From an optimization exercise on the open Yosys and OpenROAD flow, aimed at small area and a short achievable clock period; shortcuts taken in it are not production practice. In this exercise RTL edits were held to simulation tests only and were not proved equivalent to the original. Power is estimated from default activity; no workload was simulated.

== job 6529 ==
## floatingPointAdder
module floatingPointAdder(input [31:0] in1, input [31:0] in2, input clk, input reset, output ResultSign1bit, output [7:0] ResultExponent8bits, output [24:0] ResultFraction25bits);
Size: roughly 5000 sq um of cells after synthesis.
clock: 11.0 ns
lec_check: 0
abc_area: 1
cap_margin: 20
core_margin: 2
core_utilization: 70
cts_buf_list: sky130_fd_sc_hd__clkbuf_4 sky130_fd_sc_hd__clkbuf_8
place_density: 0.8
setup_slack_margin: 5
slew_margin: 20
standard.sh (not shown) runs the stock make flow with config.mk's settings and CLKGATE_MAP_FILE= SYNTH_SCRIPT=/design/flow/synth_recipe.tcl, a recipe that flattens the netlist after the stock synthesis.
==> flow/flow/run.sh <==
#!/bin/bash
# Standard layout with these changes: synthesis maps the logic with the ABC
# script in flow/abc_area.script (delay-bounded area mapping, then gate
# sizing); input ports get a buf_1 and output ports a buf_2 as their buffer;
# clock tree synthesis adds no dummy loads.
set -e
rm -rf scripts_mod
cp -r "$FLOW_HOME/scripts" scripts_mod
cp flow/abc_area.script scripts_mod/abc_area.script
export BUFFER_PORTS_ARGS="-buffer_cell sky130_fd_sc_hd__buf_1"
export POST_GLOBAL_PLACE_TCL=$PWD/flow/post_gpl.tcl
export CTS_ARGS="-sink_clustering_enable -repair_clock_nets -buf_list {sky130_fd_sc_hd__clkbuf_4 sky130_fd_sc_hd__clkbuf_8} -dont_use_dummy_load -sink_clustering_size 20 -sink_clustering_max_diameter 100 -sink_clustering_levels 1"
SCRIPTS_DIR=$PWD/scripts_mod bash standard.sh synth > synth.log 2>&1
bash standard.sh > standard.log 2>&1
==> flow/flow/abc_area.script <==
strash
dch
map -D 2000
topo
stime -c
buffer -c
upsize -c -D 2000
dnsize -c -D 2000
==> flow/flow/post_gpl.tcl <==
# The ports were buffered with buf_1; the output ports drive the external
# load, so their buffers become buf_2.
foreach inst [get_cells output*] {
  replace_cell $inst sky130_fd_sc_hd__buf_2
}
The inputs of job 202 differ from those of job 6529 as listed below.
Settings: changing CORE_UTILIZATION from 70 to 60; changing PLACE_DENSITY from 0.8 to 0.7.
--- a/flow/flow/run.sh
+++ b/flow/flow/run.sh
@@ -10,5 +10,5 @@
 export BUFFER_PORTS_ARGS="-buffer_cell sky130_fd_sc_hd__buf_1"
 export POST_GLOBAL_PLACE_TCL=$PWD/flow/post_gpl.tcl
-export CTS_ARGS="-sink_clustering_enable -repair_clock_nets -buf_list {sky130_fd_sc_hd__clkbuf_4 sky130_fd_sc_hd__clkbuf_8} -dont_use_dummy_load -sink_clustering_size 20 -sink_clustering_max_diameter 100 -sink_clustering_levels 1"
+export CTS_ARGS="-sink_clustering_enable -repair_clock_nets -buf_list {sky130_fd_sc_hd__clkbuf_4 sky130_fd_sc_hd__clkbuf_8} -dont_use_dummy_load"
 SCRIPTS_DIR=$PWD/scripts_mod bash standard.sh synth > synth.log 2>&1
 bash standard.sh > standard.log 2>&1
Findings:
When job 202 is measured against job 6529, its global-route usage turns out 4.5 points lower.
In the reports for job 6529 and job 202, the smaller die area belongs to job 6529.
On job 202: count of plain and timing-repair buffers in the layout is about 2.7% lower than what job 6529 gave.
Job 202 reports its standard cell with the maximum stage delay on the critical path as fa_1 while job 6529 reports ha_1.
Of job 6529 and job 202, the higher logic gate share of total power belongs to job 6529.
Cell area after synthesis came out exactly the same in job 6529 and job 202.
On final non-filler cell area, job 6529 and job 202 are neck and neck.
For post-detailed-placement cell area, job 202 and job 6529 come out practically identical.
~same fraction of standard cell area that is sequential in job 6529 and job 202
Diff job 6529..job 202 | proportion of power drawn by flip-flops and latches | negligible
On routed wire length, job 6529 tracks job 202 almost exactly.
Setup slack: job 202 more than job 6529
Edits applied to the flow inputs when going from job 202 to job 3742:
Settings: a change of CORE_UTILIZATION from 60 to 70; an added SYNTH_MINIMUM_KEEP_SIZE of 0; a change of PLACE_DENSITY from 0.7 to 0.8; an added SYNTH_HIERARCHICAL of 1; a deleted SETUP_SLACK_MARGIN that had been 5.
--- a/flow/flow/run.sh
+++ b/flow/flow/run.sh
@@ -3,5 +3,6 @@
 # script in flow/abc_area.script (delay-bounded area mapping, then gate
 # sizing); input ports get a buf_1 and output ports a buf_2 as their buffer;
-# clock tree synthesis adds no dummy loads.
+# clock tree synthesis adds no dummy loads; timing repair aims for 5.25 ns of
+# setup slack (SETUP_SLACK_MARGIN).
 set -e
 rm -rf scripts_mod
@@ -9,4 +10,5 @@
 cp flow/abc_area.script scripts_mod/abc_area.script
 export BUFFER_PORTS_ARGS="-buffer_cell sky130_fd_sc_hd__buf_1"
+export SETUP_SLACK_MARGIN=5.25
 export POST_GLOBAL_PLACE_TCL=$PWD/flow/post_gpl.tcl
 export CTS_ARGS="-sink_clustering_enable -repair_clock_nets -buf_list {sky130_fd_sc_hd__clkbuf_4 sky130_fd_sc_hd__clkbuf_8} -dont_use_dummy_load"
- On area after synthesis, job 3742 and job 202 are basically level.
- Total power of job 3742 is lower than that of job 202.
- A termination of the worst setup path of ResultFraction25bits[22] is what job 3742 shows, while rSm[0]$_SDFF_PP0_ belongs to job 202.
- Via count (lower): job 202
- Job 3742 against job 202: final layout net count now sits lower, final instance area flat, sequential element share of the synthesized area was more or less identical.

run 1:
floatingPointAdder, a different RTL version from the one above (not shown whole).
Size in the first run: ~100 I/O pins, about 5500 um2 of cells after synthesis.
clock: 11.0 ns
lec_check: 0
abc_area: 1
cap_margin: 20
core_margin: 2
core_utilization: 40
cts_buf_list: sky130_fd_sc_hd__clkbuf_4 sky130_fd_sc_hd__clkbuf_8
setup_slack_margin: 5
slew_margin: 20
==> flow/flow/run.sh <==
#!/bin/bash
# Standard layout with two changes: synthesis maps the logic with the ABC script
# in flow/abc_area.script (area-oriented mapping, then gate sizing), and the
# ports get a plain buf_2 as their buffer.
set -e
rm -rf scripts_mod
cp -r "$FLOW_HOME/scripts" scripts_mod
cp flow/abc_area.script scripts_mod/abc_area.script
export BUFFER_PORTS_ARGS="-buffer_cell sky130_fd_sc_hd__buf_2"
SCRIPTS_DIR=$PWD/scripts_mod bash standard.sh synth > synth.log 2>&1
bash standard.sh > standard.log 2>&1
==> flow/flow/abc_area.script <==
strash
dch
map -a
topo
stime -c
buffer -c
upsize -c
dnsize -c
The inputs of run 2 differ from those of run 1 as listed below.
--- a/flow/flow/run.sh
+++ b/flow/flow/run.sh
@@ -8,3 +8,3 @@
 cp flow/abc_area.script scripts_mod/abc_area.script
-export BUFFER_PORTS_ARGS="-buffer_cell sky130_fd_sc_hd__buf_2"
+export BUFFER_PORTS_ARGS="-buffer_cell sky130_fd_sc_hd__buf_1"
 SCRIPTS_DIR=$PWD/scripts_mod bash standard.sh synth > synth.log 2>&1
--- outcome ---
In the flow results for run 2 and run 1, the number of non-clock buffers in the layout is larger on run 2. The lower minimum clock period after layout came out of run 1. Reported for run 2 and run 1, critical path depth turned out identical to the last digit. Going from run 1 to run 2, met3 layer wire length in the routed design decreased by 98 um relative to the old numbers, routed wire length moved down, portion of total power attributed to sequential cells dropped 0.3 points, die area roughly the same. Going from run 1 to run 2, the share of the final layout cell area in sequential cells was found to have gone up by 0.20 points. Final instance count without filler cells delta (run 1 -> run 2): insignificant. There was hardly any difference in delay of the slowest cell on the worst path between run 2 and run 1. On summed area of non-filler cells in the final layout, run 2 does better than run 1.
What run 3 does differently from run 2 at the input level:
Settings: removing SETUP_SLACK_MARGIN (formerly 5).
--- a/flow/flow/run.sh
+++ b/flow/flow/run.sh
@@ -8,3 +8,4 @@
 cp flow/abc_area.script scripts_mod/abc_area.script
-export BUFFER_PORTS_ARGS="-buffer_cell sky130_fd_sc_hd__buf_1"
+export BUFFER_PORTS_ARGS="-buffer_cell sky130_fd_sc_hd__buf_2"
+export SETUP_SLACK_MARGIN=6
 SCRIPTS_DIR=$PWD/scripts_mod bash standard.sh synth > synth.log 2>&1
## What came out
Looking at the reports, run 3 completed the entire flow and the layout it produced met the timing, DRC and antenna checks. Taking run 2 as the reference, in run 3 via count went up, total routed wirelength went up, total power went up, timing-limited maximum frequency went up, number of ordinary and repair buffers in the finished layout went up. Run 3 vs. run 2: design area went up by about 25%. Wire length of the first global-routing pass was higher in run 3 than in run 2. Portion of total power attributed to the clock network: run 3 vs run 2 down 3.7 points. Looking at start point of the critical path, the rBig[0]$_SDFF_PP0_ result is from run 3; the rSm[0]$_SDFF_PP0_ one comes from run 2. Setup slack in run 3 is larger than in run 2.
The following lists how run 4 was set up differently from run 3:
Settings: SETUP_SLACK_MARGIN now 4, previously not set.
--- a/flow/flow/run.sh
+++ b/flow/flow/run.sh
@@ -9,3 +9,2 @@
 export BUFFER_PORTS_ARGS="-buffer_cell sky130_fd_sc_hd__buf_2"
-export SETUP_SLACK_MARGIN=6
 SCRIPTS_DIR=$PWD/scripts_mod bash standard.sh synth > synth.log 2>&1
Between run 4 and run 3, it is run 4 whose power is lower, by 0.22 mW.
Compared with run 3, net switching power in run 4 decreased by more than 10%.
[diff] final critical-path setup slack, run 4 relative to run 3: regression
Max cell count across run 4 and run 3: run 3
When the final numbers for run 4 and run 3 were put side by side, the total global-route track usage turned out to be smaller in run 4.
Count of clock buffers in the final design (lower): run 3
Between run 4 and run 3, via count is higher for run 3, run 4 comes in under that.
Row clock share of power: run 4 higher / run 3 lower
Taking run 4 over run 3, the post-layout net count ratio works out to 0.934.
#### Input delta (run 5 over run 4)
Settings: changing SETUP_SLACK_MARGIN from 4 to 5.
==> flow/flow/abc_area.script <==
strash
dch
amap
topo
stime -c
buffer -c
upsize -c
dnsize -c
Findings:
- Total power, run 4 and run 5, higher one = run 5.
- In the tables for run 4 and run 5, number of buffers inserted by post-CTS setup repair reads lower with run 4.
- Cmp run 4 and run 5 / part of the cycle the worst path needs / higher: run 5
- Ratio of cells with drive above 1 in the final layout ends up lower on run 4.
- Delta (run 5 minus run 4): utilization went up by 5.8 points, area occupied by multi-input gates went up by 7.0%, design area went up by about 10%.
Changes in run 6 relative to run 5:
Settings: SETUP_SLACK_MARGIN now 3, was 5.
==> flow/flow/abc_area.script <==
strash
dch
map -a
topo
stime -c
buffer -c
upsize -c
dnsize -c
==> run notes <==
Global-route met1 utilization was higher in the run labelled run 5. Changes observed in run 6 relative to run 5: part of the total power dissipated in the clock network rose by 1.9 points; hold slack decreased by 0.017 ns relative to the old numbers.

==> static timing again, ports no longer ideal <==
Ports are ideal in the flow. The routed layouts listed here were re-timed in OpenROAD. Step 1 sets driving cells, clkbuf_16 on the clock port and buf_2 on the other inputs (assumed; they add their load-dependent delay and slew). Step 2 times the ports against the registers' clock, not the clock port: input delays grow and output delays shrink by t, the midpoint of the rising clock arrivals with the driver on. Three values: no drivers, after step 1, after step 2; two values: the first two.
run | t, ns | setup slack, ns | slew at the worst register clock pin (ns)
job 6529 | 0.351 | 5.234 / 5.204 / 5.033 | 0.07 / 0.07
job 202 | 0.363 | 5.269 / 5.277 / 4.914 | 0.08 / 0.08
job 3742 | 0.348 | 5.388 / 5.357 / 5.154 | 0.07 / 0.07
run 1 | 0.390 | 5.284 / 5.250 / 4.976 | 0.07 / 0.07
run 2 | 0.386 | 5.043 / 5.009 / 5.156 | 0.07 / 0.07
run 3 | 0.398 | 5.239 / 5.199 / 5.597 | 0.08 / 0.08
run 4 | 0.390 | 4.975 / 4.941 / 4.639 | 0.07 / 0.07
run 5 | 0.384 | 4.587 / 4.551 / 4.806 | 0.07 / 0.07
run 6 | 0.390 | 4.975 / 4.941 / 4.639 | 0.07 / 0.07
After both steps every run listed still meets setup and hold. For job 202, which loses most, drivers alone change the setup slack by +0.008 ns; drivers and shift together by -0.355 ns.
